From an optimization exercise on the open Yosys and OpenROAD flow, aimed at small area, a short achievable clock period and few clock cycles per item; shortcuts taken in it are not production practice. At most, simulation tests tie the RTL to the original design; equivalence was not proved. For runs 2 and 3, only the layout was checked, not whether the RTL still works. Power and IR drop assume default switching activity.

==> design.v <==
`timescale 1ns / 1ps
module gain_core_s1 (
    input  wire [15:0] d,
    input  wire [23:0] bg,      
    output wire [19:0] ra,
    output wire [19:0] rb,
    output wire        cin
);
    wire neg0 = bg[2];
    wire two0 = bg[1];
    wire one0 = bg[0];
    wire neg1 = bg[5];
    wire two1 = bg[4];
    wire one1 = bg[3];
    wire neg2 = bg[8];
    wire two2 = bg[7];
    wire one2 = bg[6];
    wire neg3 = bg[11];
    wire two3 = bg[10];
    wire one3 = bg[9];
    wire neg4 = bg[14];
    wire two4 = bg[13];
    wire one4 = bg[12];
    wire neg5 = bg[17];
    wire two5 = bg[16];
    wire one5 = bg[15];
    wire neg6 = bg[20];
    wire two6 = bg[19];
    wire one6 = bg[18];
    wire neg7 = bg[23];
    wire two7 = bg[22];
    wire one7 = bg[21];
    wire [16:0] dx = {d[15], d};
    wire pp0_0 = (one0 & dx[0]) ^ neg0;
    wire pp0_1 = ((one0 & dx[1]) | (two0 & dx[0])) ^ neg0;
    wire pp0_2 = ((one0 & dx[2]) | (two0 & dx[1])) ^ neg0;
    wire pp0_3 = ((one0 & dx[3]) | (two0 & dx[2])) ^ neg0;
    wire pp0_4 = ((one0 & dx[4]) | (two0 & dx[3])) ^ neg0;
    wire pp0_5 = ((one0 & dx[5]) | (two0 & dx[4])) ^ neg0;
    wire pp0_6 = ((one0 & dx[6]) | (two0 & dx[5])) ^ neg0;
    wire pp0_7 = ((one0 & dx[7]) | (two0 & dx[6])) ^ neg0;
    wire pp0_8 = ((one0 & dx[8]) | (two0 & dx[7])) ^ neg0;
    wire pp0_9 = ((one0 & dx[9]) | (two0 & dx[8])) ^ neg0;
    wire pp0_10 = ((one0 & dx[10]) | (two0 & dx[9])) ^ neg0;
    wire pp0_11 = ((one0 & dx[11]) | (two0 & dx[10])) ^ neg0;
    wire pp0_12 = ((one0 & dx[12]) | (two0 & dx[11])) ^ neg0;
    wire pp0_13 = ((one0 & dx[13]) | (two0 & dx[12])) ^ neg0;
    wire pp0_14 = ((one0 & dx[14]) | (two0 & dx[13])) ^ neg0;
    wire pp0_15 = ((one0 & dx[15]) | (two0 & dx[14])) ^ neg0;
    wire pp0_16 = ~(((one0 & dx[16]) | (two0 & dx[15])) ^ neg0);
    wire pp1_0 = (one1 & dx[0]) ^ neg1;
    wire pp1_1 = ((one1 & dx[1]) | (two1 & dx[0])) ^ neg1;
    wire pp1_2 = ((one1 & dx[2]) | (two1 & dx[1])) ^ neg1;
    wire pp1_3 = ((one1 & dx[3]) | (two1 & dx[2])) ^ neg1;
    wire pp1_4 = ((one1 & dx[4]) | (two1 & dx[3])) ^ neg1;
    wire pp1_5 = ((one1 & dx[5]) | (two1 & dx[4])) ^ neg1;
    wire pp1_6 = ((one1 & dx[6]) | (two1 & dx[5])) ^ neg1;
    wire pp1_7 = ((one1 & dx[7]) | (two1 & dx[6])) ^ neg1;
    wire pp1_8 = ((one1 & dx[8]) | (two1 & dx[7])) ^ neg1;
    wire pp1_9 = ((one1 & dx[9]) | (two1 & dx[8])) ^ neg1;
    wire pp1_10 = ((one1 & dx[10]) | (two1 & dx[9])) ^ neg1;
    wire pp1_11 = ((one1 & dx[11]) | (two1 & dx[10])) ^ neg1;
    wire pp1_12 = ((one1 & dx[12]) | (two1 & dx[11])) ^ neg1;
    wire pp1_13 = ((one1 & dx[13]) | (two1 & dx[12])) ^ neg1;
    wire pp1_14 = ((one1 & dx[14]) | (two1 & dx[13])) ^ neg1;
    wire pp1_15 = ((one1 & dx[15]) | (two1 & dx[14])) ^ neg1;
    wire pp1_16 = ~(((one1 & dx[16]) | (two1 & dx[15])) ^ neg1);
    wire pp2_0 = (one2 & dx[0]) ^ neg2;
    wire pp2_1 = ((one2 & dx[1]) | (two2 & dx[0])) ^ neg2;
    wire pp2_2 = ((one2 & dx[2]) | (two2 & dx[1])) ^ neg2;
    wire pp2_3 = ((one2 & dx[3]) | (two2 & dx[2])) ^ neg2;
    wire pp2_4 = ((one2 & dx[4]) | (two2 & dx[3])) ^ neg2;
    wire pp2_5 = ((one2 & dx[5]) | (two2 & dx[4])) ^ neg2;
    wire pp2_6 = ((one2 & dx[6]) | (two2 & dx[5])) ^ neg2;
    wire pp2_7 = ((one2 & dx[7]) | (two2 & dx[6])) ^ neg2;
    wire pp2_8 = ((one2 & dx[8]) | (two2 & dx[7])) ^ neg2;
    wire pp2_9 = ((one2 & dx[9]) | (two2 & dx[8])) ^ neg2;
    wire pp2_10 = ((one2 & dx[10]) | (two2 & dx[9])) ^ neg2;
    wire pp2_11 = ((one2 & dx[11]) | (two2 & dx[10])) ^ neg2;
    wire pp2_12 = ((one2 & dx[12]) | (two2 & dx[11])) ^ neg2;
    wire pp2_13 = ((one2 & dx[13]) | (two2 & dx[12])) ^ neg2;
    wire pp2_14 = ((one2 & dx[14]) | (two2 & dx[13])) ^ neg2;
    wire pp2_15 = ((one2 & dx[15]) | (two2 & dx[14])) ^ neg2;
    wire pp2_16 = ~(((one2 & dx[16]) | (two2 & dx[15])) ^ neg2);
    wire pp3_0 = (one3 & dx[0]) ^ neg3;
    wire pp3_1 = ((one3 & dx[1]) | (two3 & dx[0])) ^ neg3;
    wire pp3_2 = ((one3 & dx[2]) | (two3 & dx[1])) ^ neg3;
    wire pp3_3 = ((one3 & dx[3]) | (two3 & dx[2])) ^ neg3;
    wire pp3_4 = ((one3 & dx[4]) | (two3 & dx[3])) ^ neg3;
    wire pp3_5 = ((one3 & dx[5]) | (two3 & dx[4])) ^ neg3;
    wire pp3_6 = ((one3 & dx[6]) | (two3 & dx[5])) ^ neg3;
    wire pp3_7 = ((one3 & dx[7]) | (two3 & dx[6])) ^ neg3;
    wire pp3_8 = ((one3 & dx[8]) | (two3 & dx[7])) ^ neg3;
    wire pp3_9 = ((one3 & dx[9]) | (two3 & dx[8])) ^ neg3;
    wire pp3_10 = ((one3 & dx[10]) | (two3 & dx[9])) ^ neg3;
    wire pp3_11 = ((one3 & dx[11]) | (two3 & dx[10])) ^ neg3;
    wire pp3_12 = ((one3 & dx[12]) | (two3 & dx[11])) ^ neg3;
    wire pp3_13 = ((one3 & dx[13]) | (two3 & dx[12])) ^ neg3;
    wire pp3_14 = ((one3 & dx[14]) | (two3 & dx[13])) ^ neg3;
    wire pp3_15 = ((one3 & dx[15]) | (two3 & dx[14])) ^ neg3;
    wire pp3_16 = ~(((one3 & dx[16]) | (two3 & dx[15])) ^ neg3);
    wire pp4_0 = (one4 & dx[0]) ^ neg4;
    wire pp4_1 = ((one4 & dx[1]) | (two4 & dx[0])) ^ neg4;
    wire pp4_2 = ((one4 & dx[2]) | (two4 & dx[1])) ^ neg4;
    wire pp4_3 = ((one4 & dx[3]) | (two4 & dx[2])) ^ neg4;
    wire pp4_4 = ((one4 & dx[4]) | (two4 & dx[3])) ^ neg4;
    wire pp4_5 = ((one4 & dx[5]) | (two4 & dx[4])) ^ neg4;
    wire pp4_6 = ((one4 & dx[6]) | (two4 & dx[5])) ^ neg4;
    wire pp4_7 = ((one4 & dx[7]) | (two4 & dx[6])) ^ neg4;
    wire pp4_8 = ((one4 & dx[8]) | (two4 & dx[7])) ^ neg4;
    wire pp4_9 = ((one4 & dx[9]) | (two4 & dx[8])) ^ neg4;
    wire pp4_10 = ((one4 & dx[10]) | (two4 & dx[9])) ^ neg4;
    wire pp4_11 = ((one4 & dx[11]) | (two4 & dx[10])) ^ neg4;
    wire pp4_12 = ((one4 & dx[12]) | (two4 & dx[11])) ^ neg4;
    wire pp4_13 = ((one4 & dx[13]) | (two4 & dx[12])) ^ neg4;
    wire pp4_14 = ((one4 & dx[14]) | (two4 & dx[13])) ^ neg4;
    wire pp4_15 = ((one4 & dx[15]) | (two4 & dx[14])) ^ neg4;
    wire pp4_16 = ~(((one4 & dx[16]) | (two4 & dx[15])) ^ neg4);
    wire pp5_0 = (one5 & dx[0]) ^ neg5;
    wire pp5_1 = ((one5 & dx[1]) | (two5 & dx[0])) ^ neg5;
    wire pp5_2 = ((one5 & dx[2]) | (two5 & dx[1])) ^ neg5;
    wire pp5_3 = ((one5 & dx[3]) | (two5 & dx[2])) ^ neg5;
    wire pp5_4 = ((one5 & dx[4]) | (two5 & dx[3])) ^ neg5;
    wire pp5_5 = ((one5 & dx[5]) | (two5 & dx[4])) ^ neg5;
    wire pp5_6 = ((one5 & dx[6]) | (two5 & dx[5])) ^ neg5;
    wire pp5_7 = ((one5 & dx[7]) | (two5 & dx[6])) ^ neg5;
    wire pp5_8 = ((one5 & dx[8]) | (two5 & dx[7])) ^ neg5;
    wire pp5_9 = ((one5 & dx[9]) | (two5 & dx[8])) ^ neg5;
    wire pp5_10 = ((one5 & dx[10]) | (two5 & dx[9])) ^ neg5;
    wire pp5_11 = ((one5 & dx[11]) | (two5 & dx[10])) ^ neg5;
    wire pp5_12 = ((one5 & dx[12]) | (two5 & dx[11])) ^ neg5;
    wire pp5_13 = ((one5 & dx[13]) | (two5 & dx[12])) ^ neg5;
    wire pp5_14 = ((one5 & dx[14]) | (two5 & dx[13])) ^ neg5;
    wire pp5_15 = ((one5 & dx[15]) | (two5 & dx[14])) ^ neg5;
    wire pp5_16 = ~(((one5 & dx[16]) | (two5 & dx[15])) ^ neg5);
    wire pp6_0 = (one6 & dx[0]) ^ neg6;
    wire pp6_1 = ((one6 & dx[1]) | (two6 & dx[0])) ^ neg6;
    wire pp6_2 = ((one6 & dx[2]) | (two6 & dx[1])) ^ neg6;
    wire pp6_3 = ((one6 & dx[3]) | (two6 & dx[2])) ^ neg6;
    wire pp6_4 = ((one6 & dx[4]) | (two6 & dx[3])) ^ neg6;
    wire pp6_5 = ((one6 & dx[5]) | (two6 & dx[4])) ^ neg6;
    wire pp6_6 = ((one6 & dx[6]) | (two6 & dx[5])) ^ neg6;
    wire pp6_7 = ((one6 & dx[7]) | (two6 & dx[6])) ^ neg6;
    wire pp6_8 = ((one6 & dx[8]) | (two6 & dx[7])) ^ neg6;
    wire pp6_9 = ((one6 & dx[9]) | (two6 & dx[8])) ^ neg6;
    wire pp6_10 = ((one6 & dx[10]) | (two6 & dx[9])) ^ neg6;
    wire pp6_11 = ((one6 & dx[11]) | (two6 & dx[10])) ^ neg6;
    wire pp6_12 = ((one6 & dx[12]) | (two6 & dx[11])) ^ neg6;
    wire pp6_13 = ((one6 & dx[13]) | (two6 & dx[12])) ^ neg6;
    wire pp6_14 = ((one6 & dx[14]) | (two6 & dx[13])) ^ neg6;
    wire pp6_15 = ((one6 & dx[15]) | (two6 & dx[14])) ^ neg6;
    wire pp6_16 = ~(((one6 & dx[16]) | (two6 & dx[15])) ^ neg6);
    wire pp7_0 = (one7 & dx[0]) ^ neg7;
    wire pp7_1 = ((one7 & dx[1]) | (two7 & dx[0])) ^ neg7;
    wire pp7_2 = ((one7 & dx[2]) | (two7 & dx[1])) ^ neg7;
    wire pp7_3 = ((one7 & dx[3]) | (two7 & dx[2])) ^ neg7;
    wire pp7_4 = ((one7 & dx[4]) | (two7 & dx[3])) ^ neg7;
    wire pp7_5 = ((one7 & dx[5]) | (two7 & dx[4])) ^ neg7;
    wire pp7_6 = ((one7 & dx[6]) | (two7 & dx[5])) ^ neg7;
    wire pp7_7 = ((one7 & dx[7]) | (two7 & dx[6])) ^ neg7;
    wire pp7_8 = ((one7 & dx[8]) | (two7 & dx[7])) ^ neg7;
    wire pp7_9 = ((one7 & dx[9]) | (two7 & dx[8])) ^ neg7;
    wire pp7_10 = ((one7 & dx[10]) | (two7 & dx[9])) ^ neg7;
    wire pp7_11 = ((one7 & dx[11]) | (two7 & dx[10])) ^ neg7;
    wire pp7_12 = ((one7 & dx[12]) | (two7 & dx[11])) ^ neg7;
    wire pp7_13 = ((one7 & dx[13]) | (two7 & dx[12])) ^ neg7;
    wire pp7_14 = ((one7 & dx[14]) | (two7 & dx[13])) ^ neg7;
    wire pp7_15 = ((one7 & dx[15]) | (two7 & dx[14])) ^ neg7;
    wire pp7_16 = ~(((one7 & dx[16]) | (two7 & dx[15])) ^ neg7);
    wire s1, c2;
    assign s1 = pp0_10 ^ pp1_8;
    assign c2 = pp0_10 & pp1_8;
    wire s3, c4;
    assign s3 = pp0_11 ^ pp1_9 ^ pp2_7;
    assign c4 = (pp0_11 & pp1_9) | (pp2_7 & (pp0_11 ^ pp1_9));
    wire s5, c6;
    assign s5 = pp0_12 ^ pp1_10 ^ pp2_8;
    assign c6 = (pp0_12 & pp1_10) | (pp2_8 & (pp0_12 ^ pp1_10));
    wire s7, c8;
    assign s7 = pp3_6 ^ pp4_4;
    assign c8 = pp3_6 & pp4_4;
    wire s9, c10;
    assign s9 = pp0_13 ^ pp1_11 ^ pp2_9;
    assign c10 = (pp0_13 & pp1_11) | (pp2_9 & (pp0_13 ^ pp1_11));
    wire s11, c12;
    assign s11 = pp3_7 ^ pp4_5;
    assign c12 = pp3_7 & pp4_5;
    wire s13, c14;
    assign s13 = pp0_14 ^ pp1_12 ^ pp2_10;
    assign c14 = (pp0_14 & pp1_12) | (pp2_10 & (pp0_14 ^ pp1_12));
    wire s15, c16;
    assign s15 = pp3_8 ^ pp4_6 ^ pp5_4;
    assign c16 = (pp3_8 & pp4_6) | (pp5_4 & (pp3_8 ^ pp4_6));
    wire s17, c18;
    assign s17 = pp6_2 ^ pp7_0;
    assign c18 = pp6_2 & pp7_0;
    wire s19, c20;
    assign s19 = pp0_15 ^ pp1_13 ^ pp2_11;
    assign c20 = (pp0_15 & pp1_13) | (pp2_11 & (pp0_15 ^ pp1_13));
    wire s21, c22;
    assign s21 = pp3_9 ^ pp4_7 ^ pp5_5;
    assign c22 = (pp3_9 & pp4_7) | (pp5_5 & (pp3_9 ^ pp4_7));
    wire s23, c24;
    assign s23 = pp6_3 ^ pp7_1;
    assign c24 = pp6_3 & pp7_1;
    wire s25, c26;
    assign s25 = pp0_16 ^ pp1_14 ^ pp2_12;
    assign c26 = (pp0_16 & pp1_14) | (pp2_12 & (pp0_16 ^ pp1_14));
    wire s27, c28;
    assign s27 = pp3_10 ^ pp4_8 ^ pp5_6;
    assign c28 = (pp3_10 & pp4_8) | (pp5_6 & (pp3_10 ^ pp4_8));
    wire s29, c30;
    assign s29 = pp6_4 ^ pp7_2 ^ 1'b1;
    assign c30 = (pp6_4 & pp7_2) | (1'b1 & (pp6_4 ^ pp7_2));
    wire s31, c32;
    assign s31 = pp1_15 ^ pp2_13 ^ pp3_11;
    assign c32 = (pp1_15 & pp2_13) | (pp3_11 & (pp1_15 ^ pp2_13));
    wire s33, c34;
    assign s33 = pp4_9 ^ pp5_7 ^ pp6_5;
    assign c34 = (pp4_9 & pp5_7) | (pp6_5 & (pp4_9 ^ pp5_7));
    wire s35, c36;
    assign s35 = pp7_3 ^ 1'b1;
    assign c36 = pp7_3 & 1'b1;
    wire s37, c38;
    assign s37 = pp1_16 ^ pp2_14 ^ pp3_12;
    assign c38 = (pp1_16 & pp2_14) | (pp3_12 & (pp1_16 ^ pp2_14));
    wire s39, c40;
    assign s39 = pp4_10 ^ pp5_8 ^ pp6_6;
    assign c40 = (pp4_10 & pp5_8) | (pp6_6 & (pp4_10 ^ pp5_8));
    wire s41, c42;
    assign s41 = pp2_15 ^ pp3_13 ^ pp4_11;
    assign c42 = (pp2_15 & pp3_13) | (pp4_11 & (pp2_15 ^ pp3_13));
    wire s43, c44;
    assign s43 = pp5_9 ^ pp6_7;
    assign c44 = pp5_9 & pp6_7;
    wire s45, c46;
    assign s45 = pp2_16 ^ pp3_14 ^ pp4_12;
    assign c46 = (pp2_16 & pp3_14) | (pp4_12 & (pp2_16 ^ pp3_14));
    wire s47, c48;
    assign s47 = pp3_15 ^ pp4_13;
    assign c48 = pp3_15 & pp4_13;
    wire s49, c50;
    assign s49 = pp0_6 ^ pp1_4;
    assign c50 = pp0_6 & pp1_4;
    wire s51, c52;
    assign s51 = pp0_7 ^ pp1_5;
    assign c52 = pp0_7 & pp1_5;
    wire s53, c54;
    assign s53 = pp0_8 ^ pp1_6 ^ pp2_4;
    assign c54 = (pp0_8 & pp1_6) | (pp2_4 & (pp0_8 ^ pp1_6));
    wire s55, c56;
    assign s55 = pp3_2 ^ pp4_0;
    assign c56 = pp3_2 & pp4_0;
    wire s57, c58;
    assign s57 = pp0_9 ^ pp1_7 ^ pp2_5;
    assign c58 = (pp0_9 & pp1_7) | (pp2_5 & (pp0_9 ^ pp1_7));
    wire s59, c60;
    assign s59 = pp3_3 ^ pp4_1;
    assign c60 = pp3_3 & pp4_1;
    wire s61, c62;
    assign s61 = s1 ^ pp2_6 ^ pp3_4;
    assign c62 = (s1 & pp2_6) | (pp3_4 & (s1 ^ pp2_6));
    wire s63, c64;
    assign s63 = pp4_2 ^ pp5_0 ^ neg5;
    assign c64 = (pp4_2 & pp5_0) | (neg5 & (pp4_2 ^ pp5_0));
    wire s65, c66;
    assign s65 = c2 ^ s3 ^ pp3_5;
    assign c66 = (c2 & s3) | (pp3_5 & (c2 ^ s3));
    wire s67, c68;
    assign s67 = pp4_3 ^ pp5_1 ^ 1'b1;
    assign c68 = (pp4_3 & pp5_1) | (1'b1 & (pp4_3 ^ pp5_1));
    wire s69, c70;
    assign s69 = c4 ^ s5 ^ s7;
    assign c70 = (c4 & s5) | (s7 & (c4 ^ s5));
    wire s71, c72;
    assign s71 = pp5_2 ^ pp6_0 ^ neg6;
    assign c72 = (pp5_2 & pp6_0) | (neg6 & (pp5_2 ^ pp6_0));
    wire s73, c74;
    assign s73 = c6 ^ c8 ^ s9;
    assign c74 = (c6 & c8) | (s9 & (c6 ^ c8));
    wire s75, c76;
    assign s75 = s11 ^ pp5_3 ^ pp6_1;
    assign c76 = (s11 & pp5_3) | (pp6_1 & (s11 ^ pp5_3));
    wire s77, c78;
    assign s77 = c10 ^ c12 ^ s13;
    assign c78 = (c10 & c12) | (s13 & (c10 ^ c12));
    wire s79, c80;
    assign s79 = s15 ^ s17 ^ neg7;
    assign c80 = (s15 & s17) | (neg7 & (s15 ^ s17));
    wire s81, c82;
    assign s81 = c14 ^ c16 ^ c18;
    assign c82 = (c14 & c16) | (c18 & (c14 ^ c16));
    wire s83, c84;
    assign s83 = s19 ^ s21 ^ s23;
    assign c84 = (s19 & s21) | (s23 & (s19 ^ s21));
    wire s85, c86;
    assign s85 = c20 ^ c22 ^ c24;
    assign c86 = (c20 & c22) | (c24 & (c20 ^ c22));
    wire s87, c88;
    assign s87 = s25 ^ s27 ^ s29;
    assign c88 = (s25 & s27) | (s29 & (s25 ^ s27));
    wire s89, c90;
    assign s89 = c26 ^ c28 ^ c30;
    assign c90 = (c26 & c28) | (c30 & (c26 ^ c28));
    wire s91, c92;
    assign s91 = s31 ^ s33 ^ s35;
    assign c92 = (s31 & s33) | (s35 & (s31 ^ s33));
    wire s93, c94;
    assign s93 = c32 ^ c34 ^ c36;
    assign c94 = (c32 & c34) | (c36 & (c32 ^ c34));
    wire s95, c96;
    assign s95 = s37 ^ s39 ^ pp7_4;
    assign c96 = (s37 & s39) | (pp7_4 & (s37 ^ s39));
    wire s97, c98;
    assign s97 = c38 ^ c40 ^ s41;
    assign c98 = (c38 & c40) | (s41 & (c38 ^ c40));
    wire s99, c100;
    assign s99 = s43 ^ pp7_5 ^ 1'b1;
    assign c100 = (s43 & pp7_5) | (1'b1 & (s43 ^ pp7_5));
    wire s101, c102;
    assign s101 = c42 ^ c44 ^ s45;
    assign c102 = (c42 & c44) | (s45 & (c42 ^ c44));
    wire s103, c104;
    assign s103 = pp5_10 ^ pp6_8 ^ pp7_6;
    assign c104 = (pp5_10 & pp6_8) | (pp7_6 & (pp5_10 ^ pp6_8));
    wire s105, c106;
    assign s105 = c46 ^ s47 ^ pp5_11;
    assign c106 = (c46 & s47) | (pp5_11 & (c46 ^ s47));
    wire s107, c108;
    assign s107 = pp6_9 ^ pp7_7 ^ 1'b1;
    assign c108 = (pp6_9 & pp7_7) | (1'b1 & (pp6_9 ^ pp7_7));
    wire s109, c110;
    assign s109 = c48 ^ pp3_16 ^ pp4_14;
    assign c110 = (c48 & pp3_16) | (pp4_14 & (c48 ^ pp3_16));
    wire s111, c112;
    assign s111 = pp5_12 ^ pp6_10 ^ pp7_8;
    assign c112 = (pp5_12 & pp6_10) | (pp7_8 & (pp5_12 ^ pp6_10));
    wire s113, c114;
    assign s113 = pp4_15 ^ pp5_13 ^ pp6_11;
    assign c114 = (pp4_15 & pp5_13) | (pp6_11 & (pp4_15 ^ pp5_13));
    wire s115, c116;
    assign s115 = pp7_9 ^ 1'b1;
    assign c116 = pp7_9 & 1'b1;
    wire s117, c118;
    assign s117 = pp4_16 ^ pp5_14 ^ pp6_12;
    assign c118 = (pp4_16 & pp5_14) | (pp6_12 & (pp4_16 ^ pp5_14));
    wire s119, c120;
    assign s119 = pp5_15 ^ pp6_13;
    assign c120 = pp5_15 & pp6_13;
    wire s121, c122;
    assign s121 = pp0_4 ^ pp1_2;
    assign c122 = pp0_4 & pp1_2;
    wire s123, c124;
    assign s123 = pp0_5 ^ pp1_3;
    assign c124 = pp0_5 & pp1_3;
    wire s125, c126;
    assign s125 = s49 ^ pp2_2 ^ pp3_0;
    assign c126 = (s49 & pp2_2) | (pp3_0 & (s49 ^ pp2_2));
    wire s127, c128;
    assign s127 = c50 ^ s51 ^ pp2_3;
    assign c128 = (c50 & s51) | (pp2_3 & (c50 ^ s51));
    wire s129, c130;
    assign s129 = c52 ^ s53 ^ s55;
    assign c130 = (c52 & s53) | (s55 & (c52 ^ s53));
    wire s131, c132;
    assign s131 = c54 ^ c56 ^ s57;
    assign c132 = (c54 & c56) | (s57 & (c54 ^ c56));
    wire s133, c134;
    assign s133 = c58 ^ c60 ^ s61;
    assign c134 = (c58 & c60) | (s61 & (c58 ^ c60));
    wire s135, c136;
    assign s135 = c62 ^ c64 ^ s65;
    assign c136 = (c62 & c64) | (s65 & (c62 ^ c64));
    wire s137, c138;
    assign s137 = c66 ^ c68 ^ s69;
    assign c138 = (c66 & c68) | (s69 & (c66 ^ c68));
    wire s139, c140;
    assign s139 = c70 ^ c72 ^ s73;
    assign c140 = (c70 & c72) | (s73 & (c70 ^ c72));
    wire s141, c142;
    assign s141 = c74 ^ c76 ^ s77;
    assign c142 = (c74 & c76) | (s77 & (c74 ^ c76));
    wire s143, c144;
    assign s143 = c78 ^ c80 ^ s81;
    assign c144 = (c78 & c80) | (s81 & (c78 ^ c80));
    wire s145, c146;
    assign s145 = c82 ^ c84 ^ s85;
    assign c146 = (c82 & c84) | (s85 & (c82 ^ c84));
    wire s147, c148;
    assign s147 = c86 ^ c88 ^ s89;
    assign c148 = (c86 & c88) | (s89 & (c86 ^ c88));
    wire s149, c150;
    assign s149 = c90 ^ c92 ^ s93;
    assign c150 = (c90 & c92) | (s93 & (c90 ^ c92));
    wire s151, c152;
    assign s151 = c94 ^ c96 ^ s97;
    assign c152 = (c94 & c96) | (s97 & (c94 ^ c96));
    wire s153, c154;
    assign s153 = c98 ^ c100 ^ s101;
    assign c154 = (c98 & c100) | (s101 & (c98 ^ c100));
    wire s155, c156;
    assign s155 = c102 ^ c104 ^ s105;
    assign c156 = (c102 & c104) | (s105 & (c102 ^ c104));
    wire s157, c158;
    assign s157 = c106 ^ c108 ^ s109;
    assign c158 = (c106 & c108) | (s109 & (c106 ^ c108));
    wire s159, c160;
    assign s159 = c110 ^ c112 ^ s113;
    assign c160 = (c110 & c112) | (s113 & (c110 ^ c112));
    wire s161, c162;
    assign s161 = c114 ^ c116 ^ s117;
    assign c162 = (c114 & c116) | (s117 & (c114 ^ c116));
    wire s163, c164;
    assign s163 = c118 ^ s119 ^ pp7_11;
    assign c164 = (c118 & s119) | (pp7_11 & (c118 ^ s119));
    wire s165, c166;
    assign s165 = c120 ^ pp5_16 ^ pp6_14;
    assign c166 = (c120 & pp5_16) | (pp6_14 & (c120 ^ pp5_16));
    wire s167, c168;
    assign s167 = pp6_15 ^ pp7_13;
    assign c168 = pp6_15 & pp7_13;
    wire s169, c170;
    assign s169 = pp0_2 ^ pp1_0;
    assign c170 = pp0_2 & pp1_0;
    wire s171, c172;
    assign s171 = pp0_3 ^ pp1_1;
    assign c172 = pp0_3 & pp1_1;
    wire s173, c174;
    assign s173 = s121 ^ pp2_0 ^ neg2;
    assign c174 = (s121 & pp2_0) | (neg2 & (s121 ^ pp2_0));
    wire s175, c176;
    assign s175 = c122 ^ s123 ^ pp2_1;
    assign c176 = (c122 & s123) | (pp2_1 & (c122 ^ s123));
    wire s177, c178;
    assign s177 = c124 ^ s125 ^ neg3;
    assign c178 = (c124 & s125) | (neg3 & (c124 ^ s125));
    wire s179, c180;
    assign s179 = c126 ^ s127 ^ pp3_1;
    assign c180 = (c126 & s127) | (pp3_1 & (c126 ^ s127));
    wire s181, c182;
    assign s181 = c128 ^ s129 ^ neg4;
    assign c182 = (c128 & s129) | (neg4 & (c128 ^ s129));
    wire s183, c184;
    assign s183 = c130 ^ s131 ^ s59;
    assign c184 = (c130 & s131) | (s59 & (c130 ^ s131));
    wire s185, c186;
    assign s185 = c132 ^ s133 ^ s63;
    assign c186 = (c132 & s133) | (s63 & (c132 ^ s133));
    wire s187, c188;
    assign s187 = c134 ^ s135 ^ s67;
    assign c188 = (c134 & s135) | (s67 & (c134 ^ s135));
    wire s189, c190;
    assign s189 = c136 ^ s137 ^ s71;
    assign c190 = (c136 & s137) | (s71 & (c136 ^ s137));
    wire s191, c192;
    assign s191 = c138 ^ s139 ^ s75;
    assign c192 = (c138 & s139) | (s75 & (c138 ^ s139));
    wire s193, c194;
    assign s193 = c140 ^ s141 ^ s79;
    assign c194 = (c140 & s141) | (s79 & (c140 ^ s141));
    wire s195, c196;
    assign s195 = c142 ^ s143 ^ s83;
    assign c196 = (c142 & s143) | (s83 & (c142 ^ s143));
    wire s197, c198;
    assign s197 = c144 ^ s145 ^ s87;
    assign c198 = (c144 & s145) | (s87 & (c144 ^ s145));
    wire s199, c200;
    assign s199 = c146 ^ s147 ^ s91;
    assign c200 = (c146 & s147) | (s91 & (c146 ^ s147));
    wire s201, c202;
    assign s201 = c148 ^ s149 ^ s95;
    assign c202 = (c148 & s149) | (s95 & (c148 ^ s149));
    wire s203, c204;
    assign s203 = c150 ^ s151 ^ s99;
    assign c204 = (c150 & s151) | (s99 & (c150 ^ s151));
    wire s205, c206;
    assign s205 = c152 ^ s153 ^ s103;
    assign c206 = (c152 & s153) | (s103 & (c152 ^ s153));
    wire s207, c208;
    assign s207 = c154 ^ s155 ^ s107;
    assign c208 = (c154 & s155) | (s107 & (c154 ^ s155));
    wire s209, c210;
    assign s209 = c156 ^ s157 ^ s111;
    assign c210 = (c156 & s157) | (s111 & (c156 ^ s157));
    wire s211, c212;
    assign s211 = c158 ^ s159 ^ s115;
    assign c212 = (c158 & s159) | (s115 & (c158 ^ s159));
    wire s213, c214;
    assign s213 = c160 ^ s161 ^ pp7_10;
    assign c214 = (c160 & s161) | (pp7_10 & (c160 ^ s161));
    wire s215, c216;
    assign s215 = c162 ^ s163 ^ 1'b1;
    assign c216 = (c162 & s163) | (1'b1 & (c162 ^ s163));
    wire s217, c218;
    assign s217 = c164 ^ s165 ^ pp7_12;
    assign c218 = (c164 & s165) | (pp7_12 & (c164 ^ s165));
    wire s219, c220;
    assign s219 = c166 ^ s167 ^ 1'b1;
    assign c220 = (c166 & s167) | (1'b1 & (c166 ^ s167));
    wire s221, c222;
    assign s221 = c168 ^ pp6_16 ^ pp7_14;
    assign c222 = (c168 & pp6_16) | (pp7_14 & (c168 ^ pp6_16));
    wire s223, c224;
    assign s223 = pp7_15 ^ 1'b1;
    assign c224 = pp7_15 & 1'b1;
    wire [11:0] la = {c186, c184, c182, c180, c178, c176, c174, c172, c170, s169, pp0_1, pp0_0};
    wire [11:0] lb = {s187, s185, s183, s181, s179, s177, s175, s173, s171, neg1, 1'b0, neg0};
    wire [12:0] ls = {1'b0, la} + {1'b0, lb};
    assign cin = ls[12];
    assign ra = {1'b1, c224, c222, c220, c218, c216, c214, c212, c210, c208, c206, c204, c202, c200, c198, c196, c194, c192, c190, c188};
    assign rb = {1'b0, pp7_16, s223, s221, s219, s217, s215, s213, s211, s209, s207, s205, s203, s201, s199, s197, s195, s193, s191, s189};
endmodule
module gain_recode (
    input  wire [15:0] g,
    output wire [23:0] bg
);
    assign bg[2] = g[1];
    assign bg[1] = (g[1] & ~g[0] & ~1'b0) | (~g[1] & g[0] & 1'b0);
    assign bg[0] = g[0] ^ 1'b0;
    assign bg[5] = g[3];
    assign bg[4] = (g[3] & ~g[2] & ~g[1]) | (~g[3] & g[2] & g[1]);
    assign bg[3] = g[2] ^ g[1];
    assign bg[8] = g[5];
    assign bg[7] = (g[5] & ~g[4] & ~g[3]) | (~g[5] & g[4] & g[3]);
    assign bg[6] = g[4] ^ g[3];
    assign bg[11] = g[7];
    assign bg[10] = (g[7] & ~g[6] & ~g[5]) | (~g[7] & g[6] & g[5]);
    assign bg[9] = g[6] ^ g[5];
    assign bg[14] = g[9];
    assign bg[13] = (g[9] & ~g[8] & ~g[7]) | (~g[9] & g[8] & g[7]);
    assign bg[12] = g[8] ^ g[7];
    assign bg[17] = g[11];
    assign bg[16] = (g[11] & ~g[10] & ~g[9]) | (~g[11] & g[10] & g[9]);
    assign bg[15] = g[10] ^ g[9];
    assign bg[20] = g[13];
    assign bg[19] = (g[13] & ~g[12] & ~g[11]) | (~g[13] & g[12] & g[11]);
    assign bg[18] = g[12] ^ g[11];
    assign bg[23] = g[15];
    assign bg[22] = (g[15] & ~g[14] & ~g[13]) | (~g[15] & g[14] & g[13]);
    assign bg[21] = g[14] ^ g[13];
endmodule
module gain_core_s2 (
    input  wire [19:0] ra,
    input  wire [19:0] rb,
    input  wire        cin,
    output wire [15:0] data_o
);
    wire [19:0] r = ra + rb + {19'd0, cin};
    wire ovf = ~(&r[19:15] | ~|r[19:15]);
    assign data_o = ovf ? {r[19], {15{~r[19]}}} : r[15:0];
endmodule
module gain_core (
    input  wire [15:0] data_i,
    input  wire [15:0] gain_i,
    output wire [15:0] data_o
);
    wire [19:0] ra, rb;
    wire cin;
    wire [23:0] bg;
    gain_recode  u_rc (.g(gain_i), .bg(bg));
    gain_core_s1 u_s1 (.d(data_i), .bg(bg), .ra(ra), .rb(rb), .cin(cin));
    gain_core_s2 u_s2 (.ra(ra), .rb(rb), .cin(cin), .data_o(data_o));
endmodule
`timescale 1ns / 1ps
module axis_gain_wrapper #(
    parameter integer C_S_AXI_DATA_WIDTH = 32,
    parameter integer C_S_AXI_ADDR_WIDTH = 4,
    parameter integer AUDIO_WIDTH        = 16,
    parameter integer GAIN_FBITS         = 12
)(
    input  wire aclk,
    input  wire aresetn,
    input  wire [31:0] s_axis_tdata,
    input  wire        s_axis_tlast,
    input  wire        s_axis_tvalid,
    output wire        s_axis_tready,
    output wire [31:0] m_axis_tdata,
    output wire        m_axis_tlast,
    output wire        m_axis_tvalid,
    input  wire        m_axis_tready,
    input  wire [C_S_AXI_ADDR_WIDTH-1:0] s_axi_awaddr,
    input  wire                          s_axi_awvalid,
    output wire                          s_axi_awready,
    input  wire [C_S_AXI_DATA_WIDTH-1:0] s_axi_wdata,
    input  wire [3:0]                    s_axi_wstrb,
    input  wire                          s_axi_wvalid,
    output wire                          s_axi_wready,
    output wire [1:0]                    s_axi_bresp,
    output reg                           s_axi_bvalid,
    input  wire                          s_axi_bready,
    input  wire [C_S_AXI_ADDR_WIDTH-1:0] s_axi_araddr,
    input  wire                          s_axi_arvalid,
    output wire                          s_axi_arready,
    output reg  [C_S_AXI_DATA_WIDTH-1:0] s_axi_rdata,
    output wire [1:0]                    s_axi_rresp,
    output reg                           s_axi_rvalid,
    input  wire                          s_axi_rready
);
    reg [31:0] reg_control;
    reg [31:0] reg_gain_l;
    reg [31:0] reg_gain_r;
    reg        wack;       
    reg [1:0]  rsel;       
    assign s_axi_awready = wack;
    assign s_axi_wready  = wack;
    assign s_axi_bresp   = 2'b00;
    assign s_axi_rresp   = 2'b00;
    assign s_axi_arready = !s_axi_rvalid;
    wire wgo = s_axi_awvalid && s_axi_wvalid && !wack && !s_axi_bvalid && !s_axi_rvalid;
    wire [1:0] addr_w = s_axi_awaddr[3:2];
    wire [31:0] wd_ctl = s_axi_wdata & {32{aresetn}};
    wire [31:0] wd_gn  = {wd_ctl[31:13], s_axi_wdata[12] | !aresetn, wd_ctl[11:0]};
    wire we_ctl = (wgo && addr_w == 2'd0) || !aresetn;
    wire we_gl  = (wgo && addr_w == 2'd1) || !aresetn;
    wire we_gr  = (wgo && addr_w == 2'd2) || !aresetn;
    always @(posedge aclk) begin
        if (we_ctl) reg_control <= wd_ctl;
        if (we_gl)  reg_gain_l  <= wd_gn;
        if (we_gr)  reg_gain_r  <= wd_gn;
    end
    always @(posedge aclk) begin
        if (!aresetn) begin
            wack         <= 1'b0;
            s_axi_bvalid <= 1'b0;
        end else begin
            wack <= wgo;
            if (wack)
                s_axi_bvalid <= 1'b1;
            else if (s_axi_bready)
                s_axi_bvalid <= 1'b0;
        end
    end
    wire rgo = s_axi_arvalid && !s_axi_rvalid;
    always @(posedge aclk) begin
        if (!aresetn) begin
            s_axi_rvalid <= 1'b0;
        end else begin
            if (rgo)
                s_axi_rvalid <= 1'b1;
            else if (s_axi_rready)
                s_axi_rvalid <= 1'b0;
        end
    end
    always @(posedge aclk) begin
        if (rgo) rsel <= s_axi_araddr[3:2];
    end
    always @* begin
        case (rsel)
            2'd0:    s_axi_rdata = reg_control;
            2'd1:    s_axi_rdata = reg_gain_l;
            2'd2:    s_axi_rdata = reg_gain_r;
            default: s_axi_rdata = 32'b0;
        endcase
    end
    reg        v0, l0;
    reg [31:0] d0;
    reg [23:0] b0l, b0r;              
    reg        v1, l1;
    reg [19:0] ral, rbl, rar, rbr;    
    reg        cil, cir;
    reg        v2, l2;
    reg [31:0] o2;
    wire ce = m_axis_tready || !v2;
    assign s_axis_tready = ce;
    assign m_axis_tvalid = v2;
    assign m_axis_tlast  = l2;
    assign m_axis_tdata  = o2;
    wire [15:0] gl = reg_control[0] ? reg_gain_l[15:0] : 16'h1000;
    wire [15:0] gr = reg_control[0] ? reg_gain_r[15:0] : 16'h1000;
    wire [23:0] bgl, bgr;
    gain_recode u_rc_l (.g(gl), .bg(bgl));
    gain_recode u_rc_r (.g(gr), .bg(bgr));
    wire [19:0] ral_d, rbl_d, rar_d, rbr_d;
    wire        cil_d, cir_d;
    wire [15:0] ol_d, or_d;
    gain_core_s1 u_s1_l (.d(d0[15:0]),  .bg(b0l), .ra(ral_d), .rb(rbl_d), .cin(cil_d));
    gain_core_s1 u_s1_r (.d(d0[31:16]), .bg(b0r), .ra(rar_d), .rb(rbr_d), .cin(cir_d));
    gain_core_s2 u_s2_l (.ra(ral), .rb(rbl), .cin(cil), .data_o(ol_d));
    gain_core_s2 u_s2_r (.ra(rar), .rb(rbr), .cin(cir), .data_o(or_d));
    always @(posedge aclk) begin
        if (ce) begin
            d0  <= s_axis_tdata;
            l0  <= s_axis_tlast;
            b0l <= bgl;
            b0r <= bgr;
            ral <= ral_d;
            rbl <= rbl_d;
            cil <= cil_d;
            rar <= rar_d;
            rbr <= rbr_d;
            cir <= cir_d;
            l1  <= l0;
            o2  <= {or_d, ol_d};
            l2  <= l1;
        end
    end
    always @(posedge aclk) begin
        if (!aresetn) begin
            v0 <= 1'b0;
            v1 <= 1'b0;
            v2 <= 1'b0;
        end else if (ce) begin
            v0 <= s_axis_tvalid;
            v1 <= v0;
            v2 <= v1;
        end
    end
endmodule
==> run.sh <==
#!/bin/bash
# synth_recipe.tcl (not shown) runs the flow's synth.tcl, then flattens the netlist and writes it again
# the make line also repeats each setting of config.mk as NAME=value (left out here)
make -C /OpenROAD-flow-scripts/flow DESIGN_CONFIG=/design/flow/config.mk WORK_HOME=/design/flow/orfs CLKGATE_MAP_FILE= SYNTH_SCRIPT=/design/flow/synth_recipe.tcl finish
==> config.mk <==
export PLATFORM = sky130hd
export DESIGN_NAME = axis_gain_wrapper
export DESIGN_NICKNAME = axis_gain_wrapper
export VERILOG_FILES = /design/flow/design.v
export SDC_FILE = /design/flow/constraint.sdc
export NUM_CORES = 4
export LEC_CHECK = 0
export ABC_AREA = 1
export CAP_MARGIN = 20
export CORE_MARGIN = 2
export CORE_UTILIZATION = 40
export SETUP_SLACK_MARGIN = 4.2
export SLEW_MARGIN = 20
==> constraint.sdc <==
create_clock -name core_clock -period 8.0 [get_ports {aclk}]
set_input_delay 1.6000 -clock core_clock [delete_from_list [all_inputs] [get_ports {aclk}]]
set_output_delay 1.6000 -clock core_clock [all_outputs]
set_load 0.01 [all_outputs]
==> results of run 1 <==
[cells by family after synthesis]
kind of cell | share of synthesized area (%)
buffers and inverters | 9.97
AND/OR/NAND/NOR | 8.82
AO/OA/AOI/OAI | 10.9
flip-flops | 38.7
XOR/XNOR | 11.2
adder cells (fa/ha/maj) | 20.4
other | 0.0164
[power groups by stage]
| stage | combinational [mW] | clock [mW] | sequential, mW |
|---|---|---|---|
| 2_1_floorplan | 3.56 | 0 | 2.54 |
| 3_3_place_gp | 4.82 | 0 | 2.56 |
| 3_5_place_dp | 4.89 | 0 | 2.56 |
| 4_1_cts | 5.04 | 1.77 | 2.52 |
| 5_1_grt | 5.82 | 1.82 | 2.55 |
| 6_report | 5.01 | 1.71 | 2.51 |
[routing by layer]
layer	global-route usage (%)	vias up	wire length, µm
li1	-	8012	-
met1	26.4	8038	26100
met2	31.1	572	26400
met3	4.99	91	4440
met4	6.37	0	1410
met5	0	-	0
[flip-flops by register name (all words and copies together) (netlist names), 24 cells and up]
signal	count
d0	32
b0l	24
reg_gain_r	32
b0r	24
reg_control	32
reg_gain_l	32
o2	32
[metrics by stage]
stage / cell area (µm²) / instances
final: 27000 / 3276
after global routing: 27000 / 3275
after CTS: 26900 / 3264
after detailed placement: 25000 / 3143
after global placement: 25000 / 3143
after floorplan: 23100 / 2339
[worst paths after layout]
kind	startpoint	endpoint	slack, ns	depth (start not counted)
max	b0l[4]$_DFFE_PP_	cil$_DFFE_PP_	3.94	15
min	l1$_DFFE_PP_	l2$_DFFE_PP_	0.42	0
max reg2reg	b0l[4]$_DFFE_PP_	cil$_DFFE_PP_	3.94	15
min reg2reg	l1$_DFFE_PP_	l2$_DFFE_PP_	0.42	0
[synth_stat cells (24+ instances only)]
master    count
nor2_1       43
fa_1        170
nand2_1     324
edfxtp_1    291
xor2_1      283
ha_1        102
o22ai_1     238
inv_1       467
a21oi_1      51
clkbuf_1     75
o21ai_0      46
nand3_1      70
o211ai_1     24
[placed cells by master (no fill, tap or decap), drive strengths merged, types with 7 or more instances in the layout]
cell,netlist,layout
inv,479,468
nand2,338,338
edfxtp,291,291
xor2,283,283
o22ai,238,238
fa,170,170
clkdlybuf4s50,0,115
ha,102,102
buf,36,77
nand3,73,73
clkbuf,75,54
a21oi,52,52
o21ai,47,47
nor2,43,43
o211ai,24,24
dlygate4sd2,0,21
clkinvlp,0,16
clkinv,3,13
o31ai,10,10
xnor2,9,9
o221ai,8,8
nor3,7,7
nand4,7,7
or2,5,7
[final cells by class]
| class | instances | share of cell area (%) |
|---|---|---|
| tap | 756 | 3.50 |
| sequential | 297 | 32.8 |
| timing repair buffer | 222 | 7.60 |
| clock buffer | 47 | 3.61 |
| clock inverter | 20 | 0.987 |
| antenna | 1 | 0.00927 |
| multi-input combinational | 1451 | 44.4 |
| inverter | 482 | 7.11 |
[critical path: stages, from the launching register on]
cell and delay [ns]:
edfxtp_1 0.39, clkinvlp_4 0.14, o22ai_2 0.12, xor2_1 0.19, fa_1 0.47, fa_1 0.50
inv_1 0.05, fa_1 0.47, inv_1 0.05, fa_1 0.55, inv_1 0.08, ha_4 0.27
nand2_2 0.07, nor4_2 0.18, o21ai_1 0.13, o2111ai_2 0.16
[timing repair]
item                       CTS  global route
setup endpoints to repair   37            21
buffers inserted            52            11
gates cloned                 2             0
gates resized for setup     93            40
pin swaps                   14             6
==> metrics.sh, run 1 <==
MAXIMUM_NUMBER_OF_PINS_ON_ONE_NET_BEFORE_GLOBAL_ROUTE_REPAIR=143
NUM_VIAS=16700
DIE_W_UM=243
ROUTED_LEN_INST_UM=17.8
MIN_PERIOD_NS=4.06
PORT_BUFFERS=149
POWER.SEQUENTIAL.FRACTION_PCT=27.2
DP_WORST_SETUP_SLACK_NS=3.22
YOSYS.AREA.TOP_TYPE='edfxtp_1'
FINISH.UTILIZATION_PCT=47.8
HOLDWS_NS=0.420
GLOBALROUTEOVERFLOWTOTAL=0
INSERTION_DELAY_NS=0.56
TIMING.CRITICAL_PATH.REQUIRED_NS=8.33
CTS_NUM_SINKS=297
YS_FF_LATCH=297
MAX_SLEW_MARGIN_PCT=46.1
CAP_VIOL_MAX_COUNT=0
FINAL_LAYOUT_SIZE_SUFFIX_GT1_SHARE_PCT=9.53
AREA.GROWTH.SYNTH_TO_FINAL_PCT=18.0
DR.PASS1.ITERS=5
POWER_FRAC_COMB_PCT=54.3
CRITICALPATHCATEGORY='reg2reg'
CTS.CLK_SLEW.WORST_PATHS_NS=0.06
WIRE_LENGTH_OF_THE_FIRST_GLOBAL_ROUTING_PASS_UM=93800
ANTENNA_FOUND_INITIAL=3
DRT_FIRST_ITER_VIOLATIONS=1202
POST_CTS_HOLD_BUFFER_COUNT=0
POST-SYNTH-TOP-AREA-FRACTION_PCT=38.2
TRITONCTS_CLOCK_TREE='yes'
CLOCK_TREE.HTREE_LEVEL_COUNT=2
TIMING.FINAL.SETUP_VIOLATIONS=0
DIEHEIGHT_UM=243
DRT_WL_TOTAL_UM=58300
FMAX_MHz=246
DIE-AREA_UM2=59200
TOT_GR_TRACK_USE_PCT=19.7
TIMING.FINAL.CRIT_SHARE_PCT=50.8
HOLD_VIOL=0
RUN_STATUS='no timing/DRC/antenna violations'
SYNTHFLOPTYPE='edfxtp_1'
TIGHTESTPINTRANSITION_NS=0.808
YS_SEQ_AREA_SHARE_PCT=38.7
IOPINCOUNT=162
UNREPAIRED_SETUP_ENDPOINTS_AFTER_GLOBAL_ROUTING='true'
PLACEMENTROWS=87
SYNTH_CELL_TYPE_COUNT=45
CTSROOTBUFFERMASTER='clkbuf_16'
SYNTH.CELL_AREA_UM2=22900
FILLER_CELL_COUNT=5264
P_TOTAL_mW=9.23
CLOCK_BUFFERS_CREATED_BY_TRITONCTS=37
YS_ASYNC_SR_FRACTION_PCT=0
TIMING.CRITICAL_PATH.TO_TYPE='register'
CELL_INTERNAL_PWR_mW=5.42
SETUP.WORST_PATH.START_CLASS='register'
FIN_WORST_SKEW_NS=0.0243
LEAKAGEPOWER_nW=12.4
SETUP-TNS-FINAL_NS=0
TIMING.FINAL.WS_SETUP_NS=3.94
POST_DRT_VIA_CELL_RATIO=5.10
SWSHARE_PCT=41.3
SYNTH_WARNINGS=1
TIMING.FINAL.MAX_SLEW_VIOLATIONS=0
IR_DROP_uV=161
FINAL_ANTENNA_NET_COUNT=0
MULTI_INPUT_COMB_AREA_UM2=12000
VIAS_IN_THE_FIRST_GLOBAL_ROUTE=17300
STANDARD_CELL_CORE_AREA_UM2=56500
POST_LAYOUT_NETS=2849
CRITICAL_PATH_ARRIVAL_NS=4.39
SYN-MEAN-INSTANCE-AREA_UM2=9.80
POWER.SWITCHING_mW=3.81
POSTSYNTHCELLCOUNT=2336
INITIAL_CORE_UTIL_PCT=40.5
POWER.SHARE.CLOCK_PCT=18.5
POWERDENSITY_nW_PER_UM2=342
MAXIMUM_CLOCK_INSERTION_BUFFER_COUNT=3
YOSYS-TOP-CELLS-AREA='edfxtp_1 38%, fa_1 15%, xor2_1 11%'
MIN_PATH_TYPE='reg2reg'
DRC=0
NUMBER_OF_ENABLE_FLIP_FLOP_CELLS_AFTER_SYNTHESIS=291
CRIT_PATH_MAX_FANOUT=3
GP_CONGESTION=0.886
HPWLAFTERDP_UM=41000
LAYOUT.AREA.SEQ_UM2=8860
Testbench counts, summed over its fixed seeds: cycles 16,480, samples 16,384.
==> run 2: changes to the inputs <==
--- a/design.v
+++ b/design.v
@@ -6,3 +6,3 @@
     output wire [19:0] rb,
-    output wire        cin
+    output wire [2:0]  cin      
 );
@@ -507,4 +507,8 @@
     wire [11:0] lb = {s187, s185, s183, s181, s179, s177, s175, s173, s171, neg1, 1'b0, neg0};
-    wire [12:0] ls = {1'b0, la} + {1'b0, lb};
-    assign cin = ls[12];
+    wire [8:0] ls = {1'b0, la[7:0]} + {1'b0, lb[7:0]};
+    assign cin[0] = ls[8];
+    wire [3:0] lg = la[11:8] & lb[11:8];
+    wire [3:0] lp = la[11:8] ^ lb[11:8];
+    assign cin[1] = lg[3] | (lp[3] & lg[2]) | (lp[3] & lp[2] & lg[1]) | (lp[3] & lp[2] & lp[1] & lg[0]);
+    assign cin[2] = &lp;
     assign ra = {1'b1, c224, c222, c220, c218, c216, c214, c212, c210, c208, c206, c204, c202, c200, c198, c196, c194, c192, c190, c188};
@@ -544,6 +548,7 @@
     input  wire [19:0] rb,
-    input  wire        cin,
+    input  wire [2:0]  cin,
     output wire [15:0] data_o
 );
-    wire [19:0] r = ra + rb + {19'd0, cin};
+    wire c = cin[1] | (cin[2] & cin[0]);
+    wire [19:0] r = ra + rb + {19'd0, c};
     wire ovf = ~(&r[19:15] | ~|r[19:15]);
@@ -557,3 +562,3 @@
     wire [19:0] ra, rb;
-    wire cin;
+    wire [2:0] cin;
     wire [23:0] bg;
@@ -659,3 +664,3 @@
     reg [19:0] ral, rbl, rar, rbr;    
-    reg        cil, cir;
+    reg [2:0]  cil, cir;      
     reg        v2, l2;
@@ -673,3 +678,3 @@
     wire [19:0] ral_d, rbl_d, rar_d, rbr_d;
-    wire        cil_d, cir_d;
+    wire [2:0]  cil_d, cir_d;
     wire [15:0] ol_d, or_d;
--- a/config.mk
+++ b/config.mk
@@ -11,3 +11,3 @@
 export CORE_UTILIZATION = 40
-export SETUP_SLACK_MARGIN = 4.2
+export SETUP_SLACK_MARGIN = 4.3
 export SLEW_MARGIN = 20
==> metrics.sh, run 2 <==
RUN_STATUS='no timing/DRC/antenna violations'  # unchanged
SETUP-TNS-FINAL_NS=0  # unchanged
POST_LAYOUT_NETS=2875  # was 2849
MIN_PERIOD_NS=3.80  # was 4.06 ns
LEAKAGEPOWER_nW=12.4  # about the same
DRT_WL_TOTAL_UM=59900  # was 58300 µm
POSTSYNTHCELLCOUNT=2328  # was 2336
CLOCK_BUFFERS_CREATED_BY_TRITONCTS=38  # was 37
TIMING.FINAL.SETUP_VIOLATIONS=0  # unchanged
TIGHTESTPINTRANSITION_NS=0.870  # was 0.808 ns
POST_DRT_VIA_CELL_RATIO=5.13  # was 5.10
MAXIMUM_NUMBER_OF_PINS_ON_ONE_NET_BEFORE_GLOBAL_ROUTE_REPAIR=136  # was 143
YS_ASYNC_SR_FRACTION_PCT=0  # unchanged
YOSYS-TOP-CELLS-AREA='edfxtp_1 38%, fa_1 15%, xor2_1 11%'  # unchanged
TIMING.FINAL.MAX_SLEW_VIOLATIONS=0  # unchanged
GP_CONGESTION=0.875  # was 0.886
SYNTH.CELL_AREA_UM2=23100  # was 22900 µm²
TIMING.FINAL.WS_SETUP_NS=4.20  # was 3.94 ns
TRITONCTS_CLOCK_TREE='yes'  # unchanged
CTS.CLK_SLEW.WORST_PATHS_NS=0.05  # was 0.06 ns
IOPINCOUNT=162  # unchanged
FINAL_LAYOUT_SIZE_SUFFIX_GT1_SHARE_PCT=11.9  # was 9.53%
MIN_PATH_TYPE='reg2reg'  # unchanged
SYNTH_WARNINGS=1  # unchanged
CRIT_PATH_MAX_FANOUT=2  # was 3
POST-SYNTH-TOP-COUNT-CELL='inv_1'  # unchanged
YS_FF_LATCH=301  # was 297
DIE-AREA_UM2=59600  # was 59200 µm²
FILLER_CELL_COUNT=5324  # was 5264
HOLD_VIOL=0  # unchanged
CAP_VIOL_MAX_COUNT=0  # unchanged
UNREPAIRED_SETUP_ENDPOINTS_AFTER_GLOBAL_ROUTING='true'  # unchanged
POST-SYNTH-TOP-AREA-FRACTION_PCT=38.4  # was 38.2%
FIN_WORST_SKEW_NS=0.0120  # was 0.0243 ns
TIMING.CRITICAL_PATH.TO_TYPE='primary output'  # was register
TIMING.CRITICAL_PATH.REQUIRED_NS=6.40  # was 8.33 ns
FINAL_ANTENNA_NET_COUNT=0  # unchanged
STANDARD_CELL_CORE_AREA_UM2=57400  # was 56500 µm²
DP_WORST_SETUP_SLACK_NS=3.27  # was 3.22 ns
DR.PASS1.ITERS=7  # was 5
SETUP.WORST_PATH.START_CLASS='input pin'  # was register
IR_DROP_uV=157  # was 161 µV
YOSYS-TOP-CELLS-COUNT='445 x inv_1, 310 x nand2_1, 295 x edfxtp_1'  # was 467 x inv_1, 324 x nand2_1, 291 x edfxtp_1
GLOBALROUTEOVERFLOWTOTAL=0  # unchanged
DRT_FIRST_ITER_VIOLATIONS=1261  # was 1202
WIRE_LENGTH_OF_THE_FIRST_GLOBAL_ROUTING_PASS_UM=94800  # was 93800 µm
SYNTHFLOPTYPE='edfxtp_1'  # unchanged
AREA.GROWTH.SYNTH_TO_FINAL_PCT=19.7  # was 18.0%
VIAS_IN_THE_FIRST_GLOBAL_ROUTE=17400  # was 17300
DRC=0  # unchanged
DIEHEIGHT_UM=244  # was 243 µm
LAYOUT.CELLS.MOST_COMMON_LIST='412 x inv_1, 309 x nand2_1, 295 x edfxtp_1'  # was 434 x inv_1, 321 x nand2_1, 291 x edfxtp_1
POST_CTS_HOLD_BUFFER_COUNT=0  # unchanged
YOSYS.AREA.TOP_TYPE='edfxtp_1'  # unchanged
CTSROOTBUFFERMASTER='clkbuf_16'  # unchanged
PORT_BUFFERS=149  # unchanged
NUMBER_OF_ENABLE_FLIP_FLOP_CELLS_AFTER_SYNTHESIS=295  # was 291
SYN-MEAN-INSTANCE-AREA_UM2=9.91  # was 9.80 µm²
SYNTH_CELL_TYPE_COUNT=46  # was 45
CLOCK_TREE.HTREE_LEVEL_COUNT=2  # unchanged
HPWLAFTERDP_UM=42100  # was 41000 µm
HOLDWS_NS=0.419  # was 0.420 ns
INSERTION_DELAY_NS=0.56  # about the same
ANTENNA_FOUND_INITIAL=2  # was 3
POST_LAYOUT_INSTANCE_AREA_UM2=27600  # was 27000 µm²
MAX_SLEW_MARGIN_PCT=42.0  # was 46.1%
CTS_NUM_SINKS=301  # was 297
TOT_GR_TRACK_USE_PCT=20.0  # was 19.7%
YS_SEQ_AREA_SHARE_PCT=38.9  # was 38.7%
MAXIMUM_CLOCK_INSERTION_BUFFER_COUNT=3  # unchanged
INITIAL_CORE_UTIL_PCT=40.2  # was 40.5%
CRITICALPATHCATEGORY='in2out'  # was reg2reg
N_ANTENNA_CELL=0  # was 1
COMMONEST_NON_FILL_NON_TAP_CELL_IN_THE_LAYOUT='inv_1'  # unchanged
PLACEMENTROWS=88  # was 87
DPL_CELL_AREA_UM2=25200  # was 25000 µm²
POWERDENSITY_nW_PER_UM2=344  # was 342 nW/µm²
CRITICAL_PATH_ARRIVAL_NS=2.20  # was 4.39 ns
DIE_W_UM=244  # was 243 µm
FMAX_MHz=263  # was 246 MHz
ROUTED_LEN_INST_UM=18.1  # was 17.8 µm
TIMING.FINAL.CRIT_SHARE_PCT=47.5  # was 50.8%
NUM_VIAS=17000  # was 16700
## run 2: cell types whose count changed after synthesis, sizes merged, moves of 3 or more
cell,delta
inv,-21
edfxtp,+4
a31oi,+3
o21ai,+3
nand2,-9
nor2,+3
nand4,+3
## run 2: final timing paths
kind | from | to | slack, ns | depth (start not counted)
worst max-delay path | m_axis_tready | s_axis_tready | 4.20 | 4
worst min-delay path | l1$_DFFE_PP_ | l2$_DFFE_PP_ | 0.42 | 0
worst max register to register | b0r[3]$_DFFE_PP_ | cir[1]$_DFFE_PP_ | 4.33 | 11
worst min register to register | l1$_DFFE_PP_ | l2$_DFFE_PP_ | 0.42 | 0
## run 2: cell type report
class	instances	area (µm²)	area share (%)
Multi-Input combinational cell	1458	12100	43.9
Sequential cell	301	8980	32.5
Timing Repair Buffer	254	2360	8.55
Inverter	463	1870	6.77
Clock buffer	49	1060	3.82
Tap cell	765	957	3.47
Clock inverter	21	251	0.911
Timing Repair inverter	1	5.00	0.0181
## run 2: per-layer routing
layer | GRT usage [%] | vias up | wire, µm
met5 | 0 | - | 29
met2 | 32.2 | 490 | 27700
li1 | - | 8093 | -
met3 | 4.75 | 115 | 3990
met1 | 26.5 | 8273 | 26600
met4 | 6.22 | 4 | 1560
## run 2: kinds of logic after synthesis
| kind of cell | synth area share [%] |
|---|---|
| buf+inv | 9.60 |
| simple gates | 9.00 |
| compound gates | 11.0 |
| flops | 38.9 |
| xor+xnor | 11.1 |
| fa+ha+maj | 20.3 |
| other cells | 0.0163 |
| mux | 0.0488 |
## run 2: metrics by stage
stage / total power, mW / std cells / utilization (%)
final: 9.49 / 3312 / 48.1
after global routing: 10.4 / 3312 / 48.1
after CTS: 9.55 / 3276 / 47.4
after detailed placement: 7.64 / 3144 / 43.9
after global placement: 7.51 / 3144 / 43.9
after floorplan: 6.21 / 2331 / -
## run 2: critical path, stage by stage
cell and delay (ns):
buf_6 0.09, nor2_4 0.11, clkinvlp_4 0.19, buf_6 0.19
## run 2: where the power goes
| part | total, mW | switching, mW | leakage, nW | internal [mW] |
|---|---|---|---|---|
| logic | 5.16 | 3.05 | 8.64 | 2.10 |
| registers | 2.55 | 0.149 | 3.18 | 2.40 |
| clock network | 1.78 | 0.679 | 0.620 | 1.10 |
| total | 9.49 | 3.88 | 12.4 | 5.61 |
## run 2: what timing repair did
action | 4_1_cts | 5_1_grt
pin swaps | 8 | 20
resized for setup | 138 | 48
endpoints found under the setup margin | 45 | 49
buffers inserted | 58 | 33
gates cloned | 4 | 3
==> run 3: changes to the inputs <==
--- a/config.mk
+++ b/config.mk
@@ -11,2 +11,3 @@
 export CORE_UTILIZATION = 40
+export CTS_BUF_LIST = sky130_fd_sc_hd__clkbuf_4 sky130_fd_sc_hd__clkbuf_8
 export SETUP_SLACK_MARGIN = 4.3
==> metrics.sh, run 3 <==
RUN_STATUS='no timing/DRC/antenna violations'  # unchanged
CLOCK_BUFFERS_CREATED_BY_TRITONCTS=54  # was 38
CRITICAL_PATH_ARRIVAL_NS=2.19  # was 2.20 ns
LEAKAGEPOWER_nW=12.4  # about the same
DRT_FIRST_ITER_VIOLATIONS=1254  # was 1261
NUMBER_OF_ENABLE_FLIP_FLOP_CELLS_AFTER_SYNTHESIS=295  # unchanged
FINALNONFILLERCELLS=3348  # was 3312
HPWLAFTERDP_UM=42100  # unchanged
TIMING.FINAL.CRIT_SHARE_PCT=47.4  # was 47.5%
GLOBALROUTEOVERFLOWTOTAL=0  # unchanged
YOSYS.AREA.TOP_TYPE='edfxtp_1'  # unchanged
DP.CELLS=3144  # unchanged
STANDARD_CELL_CORE_AREA_UM2=57400  # unchanged
POST_DRT_VIA_CELL_RATIO=5.13  # about the same
SETUP.WORST_PATH.START_CLASS='input pin'  # unchanged
TIMING.CRITICAL_PATH.TO_TYPE='primary output'  # unchanged
DIEHEIGHT_UM=244  # unchanged
LAYOUT.CELLS.MOST_COMMON_LIST='412 x inv_1, 309 x nand2_1, 295 x edfxtp_1'  # unchanged
NUM_VIAS=17200  # was 17000
FMAX_MHz=264  # was 263 MHz
HOLDWS_NS=0.418  # was 0.419 ns
SETUP-TNS-FINAL_NS=0  # unchanged
POSTSYNTHCELLCOUNT=2328  # unchanged
IR_DROP_uV=160  # was 157 µV
CLOCK_TREE.HTREE_LEVEL_COUNT=2  # unchanged
YS_FF_LATCH=301  # unchanged
COMMONEST_NON_FILL_NON_TAP_CELL_IN_THE_LAYOUT='inv_1'  # unchanged
TRITONCTS_CLOCK_TREE='yes'  # unchanged
POWERDENSITY_nW_PER_UM2=334  # was 344 nW/µm²
MAXIMUM_NUMBER_OF_PINS_ON_ONE_NET_BEFORE_GLOBAL_ROUTE_REPAIR=136  # unchanged
TIMING.FINAL.SETUP_VIOLATIONS=0  # unchanged
CAP_VIOL_MAX_COUNT=0  # unchanged
VIAS_IN_THE_FIRST_GLOBAL_ROUTE=17600  # was 17400
MIN_PERIOD_NS=3.79  # was 3.80 ns
TIMING.CRITICAL_PATH.REQUIRED_NS=6.40  # about the same
YS_ASYNC_SR_FRACTION_PCT=0  # unchanged
UNREPAIRED_SETUP_ENDPOINTS_AFTER_GLOBAL_ROUTING='true'  # unchanged
GP_CONGESTION=0.875  # unchanged
FIN_WORST_SKEW_NS=0.0340  # was 0.0120 ns
SYNTH_WARNINGS=1  # unchanged
DRT_WL_TOTAL_UM=60300  # was 59900 µm
TIMING.FINAL.MAX_SLEW_VIOLATIONS=0  # unchanged
CTS_NUM_SINKS=301  # unchanged
SYN-MEAN-INSTANCE-AREA_UM2=9.91  # unchanged
FINISH.UTILIZATION_PCT=47.7  # was 48.1%
TOT_GR_TRACK_USE_PCT=20.1  # was 20.0%
ANTENNA_FOUND_INITIAL=3  # was 2
FINAL_LAYOUT_SIZE_SUFFIX_GT1_SHARE_PCT=13.6  # was 11.9%
FILLER_CELL_COUNT=5348  # was 5324
MAX_SLEW_MARGIN_PCT=42.3  # was 42.0%
INITIAL_CORE_UTIL_PCT=40.2  # unchanged
AREA.GROWTH.SYNTH_TO_FINAL_PCT=18.8  # was 19.7%
MAXIMUM_CLOCK_INSERTION_BUFFER_COUNT=3  # unchanged
CTSROOTBUFFERMASTER='clkbuf_8'  # was clkbuf_16
YS_SEQ_AREA_SHARE_PCT=38.9  # unchanged
PORT_BUFFERS=149  # unchanged
SYNTH_CELL_TYPE_COUNT=46  # unchanged
WIRE_LENGTH_OF_THE_FIRST_GLOBAL_ROUTING_PASS_UM=95600  # was 94800 µm
SYNTH.CELL_AREA_UM2=23100  # unchanged
POST-SYNTH-TOP-AREA-FRACTION_PCT=38.4  # unchanged
PLACEMENTROWS=88  # unchanged
MIN_PATH_TYPE='reg2reg'  # unchanged
ROUTED_LEN_INST_UM=18.0  # was 18.1 µm
IOPINCOUNT=162  # unchanged
POST_LAYOUT_NETS=2895  # was 2875
HOLD_VIOL=0  # unchanged
CRITICALPATHCATEGORY='in2out'  # unchanged
YOSYS-TOP-CELLS-AREA='edfxtp_1 38%, fa_1 15%, xor2_1 11%'  # unchanged
DRC=0  # unchanged
FINAL_ANTENNA_NET_COUNT=0  # unchanged
YOSYS-TOP-CELLS-COUNT='445 x inv_1, 310 x nand2_1, 295 x edfxtp_1'  # unchanged
CRIT_PATH_MAX_FANOUT=2  # unchanged
SYNTHFLOPTYPE='edfxtp_1'  # unchanged
CTS.CLK_SLEW.WORST_PATHS_NS=0.05  # about the same
TIGHTESTPINTRANSITION_NS=0.865  # was 0.870 ns
POST-SYNTH-TOP-COUNT-CELL='inv_1'  # unchanged
INSERTION_DELAY_NS=0.66  # was 0.56 ns
DIE-AREA_UM2=59600  # unchanged
DR.PASS1.ITERS=6  # was 7
DIE_W_UM=244  # unchanged
-- run 3: cell counts after synthesis --
Identical to the previous run, type by type.
-- run 3: worst paths after layout --
check / start / endpoint / depth (start not counted) / slack [ns]
worst min register to register: l1$_DFFE_PP_ / l2$_DFFE_PP_ / 0 / 0.42
worst max-delay path: m_axis_tready / s_axis_tready / 4 / 4.21
worst min-delay path: l1$_DFFE_PP_ / l2$_DFFE_PP_ / 0 / 0.42
worst max register to register: b0r[3]$_DFFE_PP_ / cir[1]$_DFFE_PP_ / 11 / 4.31
-- run 3: report_power, final --
group / switching (mW) / internal, mW / leakage (nW)
Sequential: 0.148 / 2.40 / 3.18
Clock: 0.662 / 0.765 / 0.553
Combinational: 3.06 / 2.11 / 8.65
-- run 3: final cells by class --
class                           count  area [µm²]  area share, %
Antenna cell                        2        5.00         0.0183
Clock buffer                       76         908           3.32
Clock inverter                     24         145          0.530
Inverter                          463        1870           6.83
Multi-Input combinational cell   1458       12100           44.2
Sequential cell                   301        8980           32.8
Tap cell                          765         957           3.49
Timing Repair Buffer              258        2400           8.77
Timing Repair inverter              1        5.00         0.0183
-- run 3: cell families (layout without fill, tap and decap cells) --
| kind of cell | after synthesis | after routing | share of synthesized area [%] |
|---|---|---|---|
| AO/OA/AOI/OAI | 408 | 408 | 11.0 |
| other | 1 | 6 | 0.0163 |
| multiplexers | 1 | 1 | 0.0488 |
| flip-flops | 301 | 301 | 38.9 |
| AND/OR/NAND/NOR | 479 | 481 | 9.00 |
| buffers and inverters | 574 | 822 | 9.60 |
| adder cells (fa/ha/maj) | 272 | 272 | 20.3 |
| XOR/XNOR | 292 | 292 | 11.1 |
-- run 3: metrics by stage --
stage / instance area (µm²) / total power, mW / setup WS, ns
4_1_cts: 27000 / 9.22 / 4.16
6_report: 27400 / 9.14 / 4.21
3_5_place_dp: 25200 / 7.64 / 3.27
5_1_grt: 27400 / 10.1 / 4.17
2_1_floorplan: 23200 / 6.21 / 2.46
3_3_place_gp: 25200 / 7.51 / 3.28
-- run 3: critical path, cell delays in order --
cell and delay [ns]:
buf_6 0.09, nor2_4 0.11, clkinvlp_4 0.19, buf_6 0.19
-- run 3: repair_timing --
item                                    in CTS  in global routing
setup buffers                               63                 32
resized for setup                          200                 31
gates cloned                                 6                  1
endpoints found under the setup margin      43                 54
hold endpoints to repair                     0                  0
hold buffers                                 0                  0
pin swaps                                   12                 18
-- run 3: per-layer routing --
metal  vias up  routed length (µm)  share of wire, %  global-route usage, %
met4         4                1610               2.7                   6.89
li1       8149                   -                 -                      -
met1      8281               26500                44                   26.6
met3       120                4390               7.3                   4.75
met5         -                  25             0.041                      0
met2       622               27800                46                   32.5

[separate check: timing with driven ports]
In the flow no input, the clock included, has a driving cell. The finished layouts below were timed again as built, in two steps.
Step 1 assumes that a clkbuf_16 drives the clock port and a buf_2 every other input.
Step 2 moves the port delays by t, midway between the first and last clock arrival at a register: inputs arrive t later, outputs are due t later. That takes back most of the time a late clock gives input paths.
Slacks: ideal ports / drivers / drivers and shift; pairs: ideal ports / drivers.
run	shift t [ns]	slack for setup (ns)	worst setup path at the end	worst register clock-pin slew, ns	worst slew at a driven data input, ns
run 1	0.607	3.940 / 3.940 / 3.940	register to register	0.06 / 0.06	0.07
run 2	0.617	4.201 / 4.170 / 4.170	input to output	0.06 / 0.06	0.07
run 3	0.702	4.210 / 4.179 / 4.179	input to output	0.07 / 0.07	0.08
After both steps every run listed still meets setup and hold.
